Source: an optimization exercise on an open RTL-to-GDS flow (aim: small area, a short achievable clock period and few clock cycles per item). Production flows keep margins and buffers that such runs may drop.
In this exercise RTL edits were held to simulation tests only and were not proved equivalent to the original.
Power figures rest on the tool's default switching activity, not on a simulated workload.

<file path="flow/design.v">
`timescale 1ns / 1ps
`default_nettype none
module rom_scalefac_width(
    input wire         clk,
    input wire         enable,
    input wire  [1:0]  mode,
    input wire  [1:0]  freq,
    input wire  [4:0]  ch_width,
    output reg  [7:0]  data
    );
    always @(posedge clk) begin
        if (enable) begin
            case ({mode, freq, ch_width})
                9'd0: data <= 8'h04;
                9'd1: data <= 8'h04;
                9'd2: data <= 8'h04;
                9'd3: data <= 8'h04;
                9'd4: data <= 8'h06;
                9'd5: data <= 8'h08;
                9'd6: data <= 8'h0a;
                9'd7: data <= 8'h0c;
                9'd8: data <= 8'h0e;
                9'd9: data <= 8'h12;
                9'd10: data <= 8'h16;
                9'd11: data <= 8'h1e;
                9'd12: data <= 8'h38;
                9'd32: data <= 8'h04;
                9'd33: data <= 8'h04;
                9'd34: data <= 8'h04;
                9'd35: data <= 8'h04;
                9'd36: data <= 8'h06;
                9'd37: data <= 8'h06;
                9'd38: data <= 8'h0a;
                9'd39: data <= 8'h0c;
                9'd40: data <= 8'h0e;
                9'd41: data <= 8'h10;
                9'd42: data <= 8'h14;
                9'd43: data <= 8'h1a;
                9'd44: data <= 8'h42;
                9'd64: data <= 8'h04;
                9'd65: data <= 8'h04;
                9'd66: data <= 8'h04;
                9'd67: data <= 8'h04;
                9'd68: data <= 8'h06;
                9'd69: data <= 8'h08;
                9'd70: data <= 8'h0c;
                9'd71: data <= 8'h10;
                9'd72: data <= 8'h14;
                9'd73: data <= 8'h1a;
                9'd74: data <= 8'h22;
                9'd75: data <= 8'h2a;
                9'd76: data <= 8'h0c;
                9'd128: data <= 8'h04;
                9'd129: data <= 8'h04;
                9'd130: data <= 8'h04;
                9'd131: data <= 8'h04;
                9'd132: data <= 8'h04;
                9'd133: data <= 8'h04;
                9'd134: data <= 8'h06;
                9'd135: data <= 8'h06;
                9'd136: data <= 8'h04;
                9'd137: data <= 8'h06;
                9'd138: data <= 8'h08;
                9'd139: data <= 8'h0a;
                9'd140: data <= 8'h0c;
                9'd141: data <= 8'h0e;
                9'd142: data <= 8'h12;
                9'd143: data <= 8'h16;
                9'd144: data <= 8'h1e;
                9'd145: data <= 8'h38;
                9'd160: data <= 8'h04;
                9'd161: data <= 8'h04;
                9'd162: data <= 8'h04;
                9'd163: data <= 8'h04;
                9'd164: data <= 8'h04;
                9'd165: data <= 8'h04;
                9'd166: data <= 8'h06;
                9'd167: data <= 8'h06;
                9'd168: data <= 8'h04;
                9'd169: data <= 8'h06;
                9'd170: data <= 8'h06;
                9'd171: data <= 8'h0a;
                9'd172: data <= 8'h0c;
                9'd173: data <= 8'h0e;
                9'd174: data <= 8'h10;
                9'd175: data <= 8'h14;
                9'd176: data <= 8'h1a;
                9'd177: data <= 8'h42;
                9'd192: data <= 8'h04;
                9'd193: data <= 8'h04;
                9'd194: data <= 8'h04;
                9'd195: data <= 8'h04;
                9'd196: data <= 8'h04;
                9'd197: data <= 8'h04;
                9'd198: data <= 8'h06;
                9'd199: data <= 8'h06;
                9'd200: data <= 8'h04;
                9'd201: data <= 8'h06;
                9'd202: data <= 8'h08;
                9'd203: data <= 8'h0c;
                9'd204: data <= 8'h10;
                9'd205: data <= 8'h14;
                9'd206: data <= 8'h1a;
                9'd207: data <= 8'h22;
                9'd208: data <= 8'h2a;
                9'd209: data <= 8'h0c;
                9'd256: data <= 8'h04;
                9'd257: data <= 8'h04;
                9'd258: data <= 8'h04;
                9'd259: data <= 8'h04;
                9'd260: data <= 8'h04;
                9'd261: data <= 8'h04;
                9'd262: data <= 8'h06;
                9'd263: data <= 8'h06;
                9'd264: data <= 8'h08;
                9'd265: data <= 8'h08;
                9'd266: data <= 8'h0a;
                9'd267: data <= 8'h0c;
                9'd268: data <= 8'h10;
                9'd269: data <= 8'h14;
                9'd270: data <= 8'h18;
                9'd271: data <= 8'h1c;
                9'd272: data <= 8'h22;
                9'd273: data <= 8'h2a;
                9'd274: data <= 8'h32;
                9'd275: data <= 8'h36;
                9'd276: data <= 8'h4c;
                9'd277: data <= 8'h9e;
                9'd288: data <= 8'h04;
                9'd289: data <= 8'h04;
                9'd290: data <= 8'h04;
                9'd291: data <= 8'h04;
                9'd292: data <= 8'h04;
                9'd293: data <= 8'h04;
                9'd294: data <= 8'h06;
                9'd295: data <= 8'h06;
                9'd296: data <= 8'h06;
                9'd297: data <= 8'h08;
                9'd298: data <= 8'h0a;
                9'd299: data <= 8'h0c;
                9'd300: data <= 8'h10;
                9'd301: data <= 8'h12;
                9'd302: data <= 8'h16;
                9'd303: data <= 8'h1c;
                9'd304: data <= 8'h22;
                9'd305: data <= 8'h28;
                9'd306: data <= 8'h2e;
                9'd307: data <= 8'h36;
                9'd308: data <= 8'h36;
                9'd309: data <= 8'hc0;
                9'd320: data <= 8'h04;
                9'd321: data <= 8'h04;
                9'd322: data <= 8'h04;
                9'd323: data <= 8'h04;
                9'd324: data <= 8'h04;
                9'd325: data <= 8'h04;
                9'd326: data <= 8'h06;
                9'd327: data <= 8'h06;
                9'd328: data <= 8'h08;
                9'd329: data <= 8'h0a;
                9'd330: data <= 8'h0c;
                9'd331: data <= 8'h10;
                9'd332: data <= 8'h14;
                9'd333: data <= 8'h18;
                9'd334: data <= 8'h1e;
                9'd335: data <= 8'h26;
                9'd336: data <= 8'h2e;
                9'd337: data <= 8'h38;
                9'd338: data <= 8'h44;
                9'd339: data <= 8'h54;
                9'd340: data <= 8'h66;
                9'd341: data <= 8'h1a;
                default: data <= 8'h00;
            endcase
        end
    end
endmodule
`timescale 1ns / 1ps
`default_nettype none
module reorder_channel (
    input  wire clk,
    input  wire rst,	 
	 output reg   [9:0] granule_read_addr,
	 input  wire [17:0] granule_read_data, 
	 output reg         granule_write_enable,
	 output reg   [9:0] granule_write_addr, 
	 output reg  [17:0] granule_write_data, 
	 input  wire  [1:0] header_sampling_frequency,
	 input  wire  [1:0] sideinfo_block_type,
	 input  wire        sideinfo_window_switching_flag,
	 input  wire        sideinfo_mixed_block_flag,	 
    input  wire        channel_ready,
    output reg         channel_done
    );
	localparam
		STATE_IDLE = 0,
		STATE_COPY_PREPARE1 = 1,
		STATE_COPY_PREPARE2 = 2,
		STATE_COPY = 3,
		STATE_REORDER_START = 4,
		STATE_MIDDLE_LOOP_INIT = 5,
		STATE_INNER_LOOP_INIT = 6,
		STATE_INNER_LOOP_BODY1 = 7,
		STATE_INNER_LOOP_BODY2 = 8,
		STATE_INNER_LOOP_BODY3 = 9,
		STATE_MIDDLE_LOOP_INCR = 10,
		STATE_OUTER_LOOP_INCR = 11,
		STATE_DONE = 12;
	localparam
		MODE_SHORT = 0,
		MODE_MIXED = 1,
		MODE_LONG = 2;
	reg [3:0] state;              
	reg [9:0] read_index;         
	reg [9:0] write_index;        
	reg [9:0] scale;              
	reg [4:0] cb;                 
	reg [4:0] cb_stop;            
	reg [9:0] base;               
	reg [1:0] offset;             
	reg [9:0] dest;               
	reg [1:0] mode;               
	wire [7:0] scalefac_width;
	always @(*) begin
		if (sideinfo_window_switching_flag && sideinfo_block_type == 2) begin
			if (sideinfo_mixed_block_flag)
				mode = MODE_MIXED;
			else
				mode = MODE_SHORT;
		end else begin
			mode = MODE_LONG;
		end
	end
	rom_scalefac_width scalefac_inst  (
		clk,
		1'b1,
		mode,
		header_sampling_frequency,
		cb,
		scalefac_width
	);
	always @(posedge clk) begin
		if(rst) begin
			state <= STATE_IDLE;
			channel_done <= 0;
			granule_read_addr <= 0;
			granule_write_enable <= 0;
		end
		else begin
			channel_done <= 0;
			granule_write_enable <= 0;
			case(state)
				STATE_IDLE: begin
					if(channel_ready) begin
						state <= STATE_COPY_PREPARE1;
						read_index <= 0;
						write_index <= 0;
					end
				end
				STATE_COPY_PREPARE1: begin
					granule_read_addr <= read_index;
					state             <= STATE_COPY_PREPARE2;
				end
				STATE_COPY_PREPARE2: begin
					granule_read_addr <= read_index+1;
					read_index        <= read_index+1;
					state             <= STATE_COPY;
				end
				STATE_COPY: begin
					granule_write_enable   <= 1;
					granule_write_addr     <= write_index;
					granule_write_data     <= granule_read_data;
					granule_read_addr      <= read_index+1;
					read_index             <= read_index+1;
					write_index            <= write_index+1;
					if(write_index == 575) begin
						if (mode == MODE_LONG)
							state <= STATE_DONE;
						else
							state <= STATE_REORDER_START;	
					end	
				end
				STATE_REORDER_START: begin
					if (mode == MODE_SHORT) begin
						scale <= 0;
						cb_stop <= 13;
						cb <= 0;
						state <= STATE_MIDDLE_LOOP_INIT;
					end else begin	 
						scale <= 36;
						cb_stop <= 18;
						cb <= 8;
						state <= STATE_MIDDLE_LOOP_INIT;
					end
				end
				STATE_MIDDLE_LOOP_INIT: begin
					base <= scale;
					offset <= 0;
					state <= STATE_INNER_LOOP_INIT;
				end
				STATE_INNER_LOOP_INIT: begin
					read_index <= 0;
					write_index <= 0;
					dest <= base + {8'd0, offset};
					state <= STATE_INNER_LOOP_BODY1;
				end
				STATE_INNER_LOOP_BODY1: begin
					granule_read_addr <= scale;
					scale <= scale + 1;
					read_index <= read_index + 1;
					state <= STATE_INNER_LOOP_BODY2;
				end
				STATE_INNER_LOOP_BODY2: begin
					granule_read_addr <= scale;
					scale <= scale + 1;
					read_index <= read_index + 1;
					state <= STATE_INNER_LOOP_BODY3;
				end
				STATE_INNER_LOOP_BODY3: begin
					granule_read_addr <= scale;
					if (read_index < scalefac_width) begin
						scale <= scale + 1;
						read_index <= read_index + 1;
					end
					granule_write_enable   <= 1;
					granule_write_addr     <= dest;
					granule_write_data     <= granule_read_data;
					dest <= dest + 3;
					write_index <= write_index + 1;
					if (write_index + 1 < scalefac_width)
						state <= STATE_INNER_LOOP_BODY3;
					else
						state <= STATE_MIDDLE_LOOP_INCR;
				end
				STATE_MIDDLE_LOOP_INCR: begin
					offset <= offset + 1;
					if (offset + 1 < 3)
						state <= STATE_INNER_LOOP_INIT;
					else
						state <= STATE_OUTER_LOOP_INCR;
				end
				STATE_OUTER_LOOP_INCR: begin
					cb <= cb + 1;
					if (cb + 1 < cb_stop)
						state <= STATE_MIDDLE_LOOP_INIT;
					else
						state <= STATE_DONE;
				end
				STATE_DONE: begin
					channel_done <= 1;
					state <= STATE_IDLE;	
				end
				default: begin
					state <= STATE_IDLE;					
				end
			endcase
		end
	end
endmodule
`timescale 1ns / 1ps
`default_nettype none
module reorder(
    input  wire clk,
    input  wire rst,	 
	 output wire  [9:0] granule_ch0_read_addr,
	 input  wire [17:0] granule_ch0_read_data,
	 output wire        granule_ch0_write_enable,
	 output wire  [9:0] granule_ch0_write_addr, 
	 output wire [17:0] granule_ch0_write_data,	 
	 output wire  [9:0] granule_ch1_read_addr,
	 input  wire [17:0] granule_ch1_read_data,
	 output wire        granule_ch1_write_enable,
	 output wire  [9:0] granule_ch1_write_addr, 
	 output wire [17:0] granule_ch1_write_data,  
	 input  wire  [1:0] header_sampling_frequency,
	 input  wire  [1:0] sideinfo_ch0_block_type,
	 input  wire        sideinfo_ch0_window_switching_flag,
	 input  wire        sideinfo_ch0_mixed_block_flag,	 
	 input  wire  [1:0] sideinfo_ch1_block_type,
	 input  wire        sideinfo_ch1_window_switching_flag,
	 input  wire        sideinfo_ch1_mixed_block_flag,	 
    input  wire        stage_ready,
    output wire        stage_done
    );
	reg [1:0] state_done;
	wire done_ch0, done_ch1;
	reorder_channel channel0 (
		.clk(clk),
		.rst(rst),	 
		.granule_read_addr(granule_ch0_read_addr),
		.granule_read_data(granule_ch0_read_data),	 
		.granule_write_enable(granule_ch0_write_enable),
		.granule_write_addr(granule_ch0_write_addr), 
		.granule_write_data(granule_ch0_write_data),
		.header_sampling_frequency(header_sampling_frequency),
	   .sideinfo_block_type(sideinfo_ch0_block_type),
		.sideinfo_window_switching_flag(sideinfo_ch0_window_switching_flag),
		.sideinfo_mixed_block_flag(sideinfo_ch0_mixed_block_flag),	
		.channel_ready(stage_ready),
		.channel_done(done_ch0)
	);
	reorder_channel channel1 (
		.clk(clk),
		.rst(rst),	 
		.granule_read_addr(granule_ch1_read_addr),
		.granule_read_data(granule_ch1_read_data),	 
		.granule_write_enable(granule_ch1_write_enable),
		.granule_write_addr(granule_ch1_write_addr), 
		.granule_write_data(granule_ch1_write_data),	
		.header_sampling_frequency(header_sampling_frequency),
	   .sideinfo_block_type(sideinfo_ch1_block_type),
		.sideinfo_window_switching_flag(sideinfo_ch1_window_switching_flag),
		.sideinfo_mixed_block_flag(sideinfo_ch1_mixed_block_flag),	
		.channel_ready(stage_ready),
		.channel_done(done_ch1)
	);
	always @(posedge clk) begin
		if (rst) begin
			state_done <= 0;
		end else begin
			if (state_done == 2'b11)
				state_done <= 2'b00;
			else begin
				if (done_ch0)
					state_done[0] <= 1;
				if (done_ch1)
					state_done[1] <= 1;
			end
		end
	end
	assign stage_done = state_done == 2'b11;
endmodule
</file>
<file path="flow/run.sh">
#!/bin/bash
# synth_recipe.tcl (not shown) runs the flow's synth.tcl, then flattens the netlist and writes it again
# the make line also repeats each setting of config.mk as NAME=value (left out here)
make -C /OpenROAD-flow-scripts/flow DESIGN_CONFIG=/design/flow/config.mk WORK_HOME=/design/flow/orfs CLKGATE_MAP_FILE= SYNTH_SCRIPT=/design/flow/synth_recipe.tcl finish
</file>
<file path="flow/config.mk">
export PLATFORM = sky130hd
export DESIGN_NAME = reorder
export DESIGN_NICKNAME = reorder
export VERILOG_FILES = /design/flow/design.v
export SDC_FILE = /design/flow/constraint.sdc
export NUM_CORES = 4
export LEC_CHECK = 0
export CAP_MARGIN = 20
export CORE_MARGIN = 2
export CORE_UTILIZATION = 40
export PLACE_DENSITY = 0.6
export SLEW_MARGIN = 20
</file>
<file path="flow/constraint.sdc">
create_clock -name core_clock -period 4.0 [get_ports {clk}]
set_input_delay 0.8000 -clock core_clock [delete_from_list [all_inputs] [get_ports {clk}]]
set_output_delay 0.8000 -clock core_clock [all_outputs]
set_load 0.01 [all_outputs]
</file>
==> flow_metrics.tcl <==
set metrics [dict create \
    pin_count 128 \
    rsz0062_at_grt "false" \
    start_util 0.407 \
    fin_crit_sh 0.692 \
    root_buffer "clkbuf_16" \
    final_util 0.482 \
    grt_max_degree 48 \
    setup_viol 0 \
    vias 11400 \
    antenna_cells_inserted 0 \
    grt_pass1_vias 11000 \
    reg_top3 "channel0.granule_write_data (18), channel1.granule_write_data (18)" \
    crit_required_ns 4.45 \
    antenna_found_initial 0 \
    drt-total-wl_um 35500 \
    nFillCells 3146 \
    crit_type "register to register" \
    fin_tns_setup_ns 0 \
    synth-warning-count 3 \
    vdd_drop_max_mv 0.303 \
    cts_hold_buffers 0 \
    period_needed_ns 2.77 \
    drc_errors 0 \
    syn_area_mm2 0.0136 \
    row_count 67 \
    drive_gt1_frac 0.0580 \
    asyncSetResetFlopFracSynth 0 \
    synth_nets 1558 \
    synth_cell_types 90 \
    worst_pin_slew_ns 0.971 \
    synthCells 1435 \
    fmaxAchievable_ghz 0.361 \
    die_h_um 189 \
    final_nets 1656 \
    avgViaCountPerCell 5.69 \
    hold_viol 0 \
    route.antenna.remaining_nets 0 \
    clk_latency_ns 0.53 \
    io_buffers 127 \
    hp-class "register to register" \
    worstPathArrival_ns 3.22 \
    htree_levels 1 \
    die_x_um 189 \
    drtPass1Iterations 6 \
    place.gp.congestion 0.941 \
    cts_buffers 27 \
    yosys.area.top_type "edfxtp_1" \
    cts_setup_buffers 0 \
    p_per_area_mw_per_mm2 433 \
    wl_per_cell_um 17.7 \
    post_cts_resized 0 \
    globalRouteOverflowTotal 0 \
    ys.flop_type "edfxtp_1" \
    multi_input_area_mm2 0.00683 \
    cts.clk_slew.worst_paths_ns 0.06 \
    synth_area_per_cell_um2 9.51 \
    ff_latch_area_mm2 0.00619 \
    start_kind "register" \
    cts_tree "yes" \
    status "timing/DRC/antenna clean" \
    cts_buffer_depth 3 \
    end_kind "register" \
    dp.cells 1952 \
    post-dp-hpwl_um 25500 \
    core-area_mm2 0.0335 \
    synth_area_leaders "edfxtp_1, dfxtp_1, ha_1" \
    die_area_mm2 0.0356 \
    yosys.area.top_type_share 0.383 \
    yosys.cell_count.top_type "edfxtp_1" \
    clock-sinks 222 \
    fin_area_mm2 0.0162 \
    slew_violations 0 \
    grtUsageTotal 0.197 \
    crit_fanout 6 \
    total_power_mw 7.00 \
    synth_commonest_cells "edfxtp_1, nand2_1, nor2_1" \
    placed_cell_area_mm2 0.0153 \
    grt_first_pass_wirelength_um 57800 \
    drt_iter0_drc 1317 \
    ys_ff_latch 222 \
    cap_violations 0 \
    relSlewSlack 0.351 \
    synth-edff-count 174 \
    cellLeakagePower_nw 5.83 \
    ys_seq_area_frac 0.453 \
    areaGrowthSynthToFinish_pct 18.5 \
    stdcell_count 2001 \
    fin_skew_ns 0.0125 \
]
==> layer usage <==
metal | GRT usage | up-vias | routed length [µm]
met5 | 0 | - | 0
met4 | 0.0673 | 0 | 1270
met3 | 0.0289 | 106 | 2100
met2 | 0.334 | 443 | 16900
met1 | 0.256 | 5384 | 15300
li1 | - | 5461 | -
==> area by class of cell <==
type	count	share of cell area
Inverter	70	0.0163
Clock inverter	15	0.0115
Multi-Input combinational cell	1065	0.423
Sequential cell	222	0.383
Tap cell	448	0.0347
Timing Repair Buffer	147	0.0876
Clock buffer	34	0.0447
==> logic make-up after synthesis <==
family	count (synthesis)	synth area share
fa+ha+maj	74	0.0690
simple gates	527	0.187
mux	16	0.0127
buf+inv	148	0.0462
flops	222	0.453
xor+xnor	86	0.0552
compound gates	362	0.177
==> worst paths after layout <==
path	startpoint	slack (ns)	end	cells past startpoint
setup / recovery	channel1.write_index[3]$_SDFFCE_PN0P_	1.23	channel1.state[0]$_SDFFE_PP0P_	9
hold / removal	channel1.channel_done$_SDFF_PP0_	0.46	state_done[1]$_SDFFE_PP0P_	2
setup reg to reg	channel1.write_index[3]$_SDFFCE_PN0P_	1.23	channel1.state[0]$_SDFFE_PP0P_	9
hold reg to reg	channel1.channel_done$_SDFF_PP0_	0.46	state_done[1]$_SDFFE_PP0P_	2
==> critical path, cell delays in order (launching register included) <==
cell	delay, ns
edfxtp_1	0.43
and4_1	0.32
nor2b_1	0.19
nand2_1	0.08
xnor2_1	0.25
ha_1	0.32
a211oi_1	0.24
nand2_1	0.11
or4_1	0.56
a31oi_1	0.19
==> power by group <==
group          switching (mW)  internal, mW  total (mW)  leakage (nW)
combinational           0.810         0.651        1.46          3.41
clock                   0.966          1.53        2.50         0.433
sequential              0.276          2.76        3.04          1.99
==> metrics by stage <==
step                      hold slack (ns)  setup slack (ns)
final                               0.456              1.23
after global routing                0.487              1.01
after CTS                           0.462              1.24
after detailed placement            0.454              1.02
after global placement              0.444              1.10
after floorplan                     0.437              1.17
==> layout by cell type, fill, tap and decap left out, drive strengths merged, types with 42 or more instances in the layout <==
master         Yosys  layout
clkdlybuf4s50      0     126
xor2              46      46
o21ai             85      85
nand3             52      52
ha                72      72
edfxtp           174     174
nor2             143     143
nor2b             42      42
dfxtp             48      48
a21oi             92      92
nand2            153     153
inv               69      69
Testbench counts, summed over its fixed seeds: cycles 124,108, granules 128.

static timing again, ports no longer ideal:
How much do the figures lean on ideal ports? The routed layout below was timed once more, with nothing changed but the port constraints.
Step 1 (the two cells are an assumption about what drives the block):
set clk [get_ports {clk}]
set_driving_cell -lib_cell sky130_fd_sc_hd__clkbuf_16 $clk
set_driving_cell -lib_cell sky130_fd_sc_hd__buf_2 [delete_from_list [all_inputs] $clk]
Step 2 moves the port delays by t, midway between the first and last clock arrival at a register: inputs arrive t later, outputs are due t later. That takes back most of the time a late clock gives input paths.
Three values: ideal ports, drivers, drivers and shift; two values: the first two.
t, ns: 0.572
slack for setup (ns): 1.230 / 1.230 / 0.970
worst register clock-pin slew, ns: 0.06 / 0.06
worst slew at a driven data input, ns: 0.04
After both steps setup and hold are still met in this run. For this run, drivers alone change the setup slack by 0.000 ns; drivers and shift together by -0.260 ns.
